From an optimization exercise on the open Yosys and OpenROAD flow, aimed at small area; shortcuts taken in it are not production practice. In this exercise RTL edits were held to simulation tests only and were not proved equivalent to the original. No activity file was given, so power comes from the tool's default toggle rates.

== rev 12 ==
==> flow/design.v (excerpt) <==
module owl_ctrl
#(
  parameter   CNT_WIDTH     = 12      
)
(
  input   wire          rst         ,
  input   wire          clk         ,
  input   wire          clk_sel     ,
  input   wire          owl_di_w    ,
  output  wire          owl_do_w    ,
  output  wire          owl_oe_w    ,
  input   wire          sfr_ready   ,
  input   wire  [7:0]   sfr_rdata   ,
  output  reg   [7:0]   sfr_wdata   ,
  output  reg   [5:0]   sfr_addrs   ,
  output  reg           sfr_rctrl   ,
  output  reg           sfr_wctrl
);
Size: ~31 I/O pins, ~7000 sq um of cells after synthesis.
clock: 10.0 ns
lec_check: 0
cap_margin: 20
core_margin: 2
core_utilization: 70
slew_margin: 20
standard.sh (not shown) runs the stock make flow with config.mk's settings and CLKGATE_MAP_FILE= SYNTH_SCRIPT=/design/flow/synth_recipe.tcl, a recipe that flattens the netlist after the stock synthesis.
==> flow/flow/run.sh <==
#!/bin/bash
# Own flow: the standard synthesis, then an area re-map of the combinational
# logic (flip-flops untouched), then the standard layout from floorplan on.
set -euo pipefail
HERE=$(pwd)
RES=$HERE/orfs/results/$FLOW_PLATFORM/owl_ctrl/base
LIB=$FLOW_HOME/platforms/sky130hd/lib/sky130_fd_sc_hd__tt_025C_1v80.lib

bash standard.sh synth > $HERE/log_1_standard_synth.log 2>&1
cp $RES/1_2_yosys.v $HERE/std_1_2_yosys.v

# several ABC runs with different seeds; keep the smallest result
for seed in 1 2 3 4; do
  printf 'strash\n&get -n\n&deepsyn -T 60 -S %s\n&put\ndch -f\namap\ntopo\n' $seed > $HERE/area_$seed.abc
  REMAP_LIB=$LIB REMAP_NET=$HERE/std_1_2_yosys.v REMAP_OUT=$HERE/remap_$seed.v \
  REMAP_DONTUSE=$HERE/flow/dontuse.txt REMAP_ABC=$HERE/area_$seed.abc REMAP_STAT=$HERE/remap_stat_$seed.txt \
    yosys -c $HERE/flow/remap.tcl > $HERE/log_2_remap_$seed.log 2>&1 &
done
wait
best=""; best_area=""
for seed in 1 2 3 4; do
  a=$(grep "Chip area for top module" $HERE/remap_stat_$seed.txt | awk '{print $NF}')
  if [[ -n "$a" ]] && { [[ -z "$best" ]] || awk -v x=$a -v y=$best_area 'BEGIN{exit !(x<y)}'; }; then best=$seed; best_area=$a; fi
done
echo "best seed $best area $best_area" > $HERE/remap_choice.txt
cp $HERE/remap_$best.v $HERE/remap.v

# prove the re-mapped netlist equals the standard one before using it: flip-flops are cut
# (same instances in both), the logic between them must be equal
python3 $HERE/flow/cutff.py $HERE/std_1_2_yosys.v $HERE/cec_gold.v
python3 $HERE/flow/cutff.py $HERE/remap.v $HERE/cec_gate.v
yosys -p "read_liberty -ignore_miss_func $LIB; read_verilog $HERE/cec_gold.v; rename $FLOW_TOP gold; \
  read_verilog $HERE/cec_gate.v; rename $FLOW_TOP gate; proc; flatten gold gate; opt_clean; \
  miter -equiv -flatten -make_assert gold gate miter; hierarchy -top miter; \
  sat -verify -prove-asserts miter" > $HERE/log_3_equiv.log 2>&1
test $(grep -c "sky130_fd_sc_hd__[a-z]*df\|sky130_fd_sc_hd__[a-z]*dl" $HERE/std_1_2_yosys.v) -eq \
     $(grep -c "sky130_fd_sc_hd__[a-z]*df\|sky130_fd_sc_hd__[a-z]*dl" $HERE/remap.v)

# smaller port buffers than the default pick (every port still gets one), and a clock tree
# without dummy balancing loads
export BUFFER_PORTS_ARGS="-buffer_cell sky130_fd_sc_hd__buf_1"
export CTS_ARGS="-sink_clustering_enable -repair_clock_nets -dont_use_dummy_load -buf_list sky130_fd_sc_hd__clkbuf_4 -sink_clustering_size 10 -sink_clustering_max_diameter 60"

cp $HERE/remap.v $RES/1_2_yosys.v
rm -f $RES/1_synth.odb
bash standard.sh > $HERE/log_4_standard_layout.log 2>&1
test -f out/final.def
==> flow/flow/remap.tcl <==
# Re-map the combinational logic of the standard synthesis netlist for area.
# The flip-flops are kept as they are (same instances, names and cell types).
set lib $::env(REMAP_LIB)
set net $::env(REMAP_NET)
set out $::env(REMAP_OUT)
set dontuse [string trim [read [open $::env(REMAP_DONTUSE)]]]
yosys read_liberty -ignore_miss_func $lib
yosys read_verilog $net
yosys hierarchy -top $::env(FLOW_TOP)
yosys setattr -mod -set keep_hierarchy 1 sky130_fd_sc_hd__*df* sky130_fd_sc_hd__*dl*
yosys flatten
yosys rename -hide w:*.*
yosys opt_clean -purge
yosys abc -liberty $lib {*}$dontuse -script $::env(REMAP_ABC)
yosys rename -hide w:*.*
yosys splitnets
yosys opt_clean -purge
yosys tee -o $::env(REMAP_STAT) stat -liberty $lib
yosys select $::env(FLOW_TOP)
yosys write_verilog -noattr -selected $out
Other scripts of this flow, unchanged in this note and not shown: flow/flow/cutff.py, flow/flow/dontuse.txt
Rev 12 did not stop at any stage, and its layout met the timing, DRC and antenna checks.
diff inputs: rev 12 => rev 13
-- flow/flow/run.sh --
<<< rev 12, line 12
# several ABC runs with different seeds; keep the smallest result
for seed in 1 2 3 4; do
  printf 'strash\n&get -n\n&deepsyn -T 60 -S %s\n&put\ndch -f\namap\ntopo\n' $seed > $HERE/area_$seed.abc
  REMAP_LIB=$LIB REMAP_NET=$HERE/std_1_2_yosys.v REMAP_OUT=$HERE/remap_$seed.v \
  REMAP_DONTUSE=$HERE/flow/dontuse.txt REMAP_ABC=$HERE/area_$seed.abc REMAP_STAT=$HERE/remap_stat_$seed.txt \
    yosys -c $HERE/flow/remap.tcl > $HERE/log_2_remap_$seed.log 2>&1 &
done
wait
best=""; best_area=""
for seed in 1 2 3 4; do
  a=$(grep "Chip area for top module" $HERE/remap_stat_$seed.txt | awk '{print $NF}')
  if [[ -n "$a" ]] && { [[ -z "$best" ]] || awk -v x=$a -v y=$best_area 'BEGIN{exit !(x<y)}'; }; then best=$seed; best_area=$a; fi
done
echo "best seed $best area $best_area" > $HERE/remap_choice.txt
cp $HERE/remap_$best.v $HERE/remap.v
>>> rev 13, line 12
REMAP_LIB=$LIB REMAP_NET=$HERE/std_1_2_yosys.v REMAP_OUT=$HERE/remap.v \
REMAP_DONTUSE=$HERE/flow/dontuse.txt REMAP_ABC=$HERE/flow/area.abc REMAP_STAT=$HERE/remap_stat.txt \
  yosys -c $HERE/flow/remap.tcl > $HERE/log_2_remap.log 2>&1
<<< rev 12, line 39
# smaller port buffers than the default pick (every port still gets one), and a clock tree
# without dummy balancing loads
export BUFFER_PORTS_ARGS="-buffer_cell sky130_fd_sc_hd__buf_1"
export CTS_ARGS="-sink_clustering_enable -repair_clock_nets -dont_use_dummy_load -buf_list sky130_fd_sc_hd__clkbuf_4 -sink_clustering_size 10 -sink_clustering_max_diameter 60"

>>> rev 13, line 27
==> flow/flow/area.abc (new file) <==
strash
&get -n
&deepsyn -T 60
&put
dch -f
amap
topo
-- flow/config.mk --
<<< rev 12, line 10
export CORE_UTILIZATION = 70
>>> rev 13, line 10
export CORE_UTILIZATION = 60
[summary]
Rev 13 vs rev 12, slowest cell on the critical path: sky130_fd_sc_hd__a2111oi_0 vs sky130_fd_sc_hd__edfxtp_1. Taking rev 12 as the reference, in rev 13 number of logic inverters in the finished layout now larger; leakage power summed over all cells now larger; layout overhead on the synthesized area now larger.

[separate check: timing with driven ports]
How much do the figures lean on ideal ports? The routed layouts below were timed once more, with nothing changed but the port constraints.
Step 1 sets driving cells, clkbuf_16 on the clock port and buf_2 on the other inputs (assumed; they add their load-dependent delay and slew).
Step 2 adds t to the input delays and takes it off the output delays; t is the mean of the earliest and latest rising clock arrival at the registers after step 1. Input paths then give back, and output paths get back, about the clock's delay inside the block.
Three values: no drivers, after step 1, after step 2; two values: the first two.
run | shift t [ns] | setup WS [ns] | hold slack, ns | latest minus earliest clock arrival (ns)
rev 12 | 0.547 | 2.157 / 2.157 / 2.157 | 0.447 / 0.447 / 0.447 | 0.039 / 0.039
rev 13 | 0.472 | 1.405 / 1.405 / 1.405 | 0.419 / 0.419 / 0.419 | 0.011 / 0.011
After both steps every run listed still meets setup and hold.
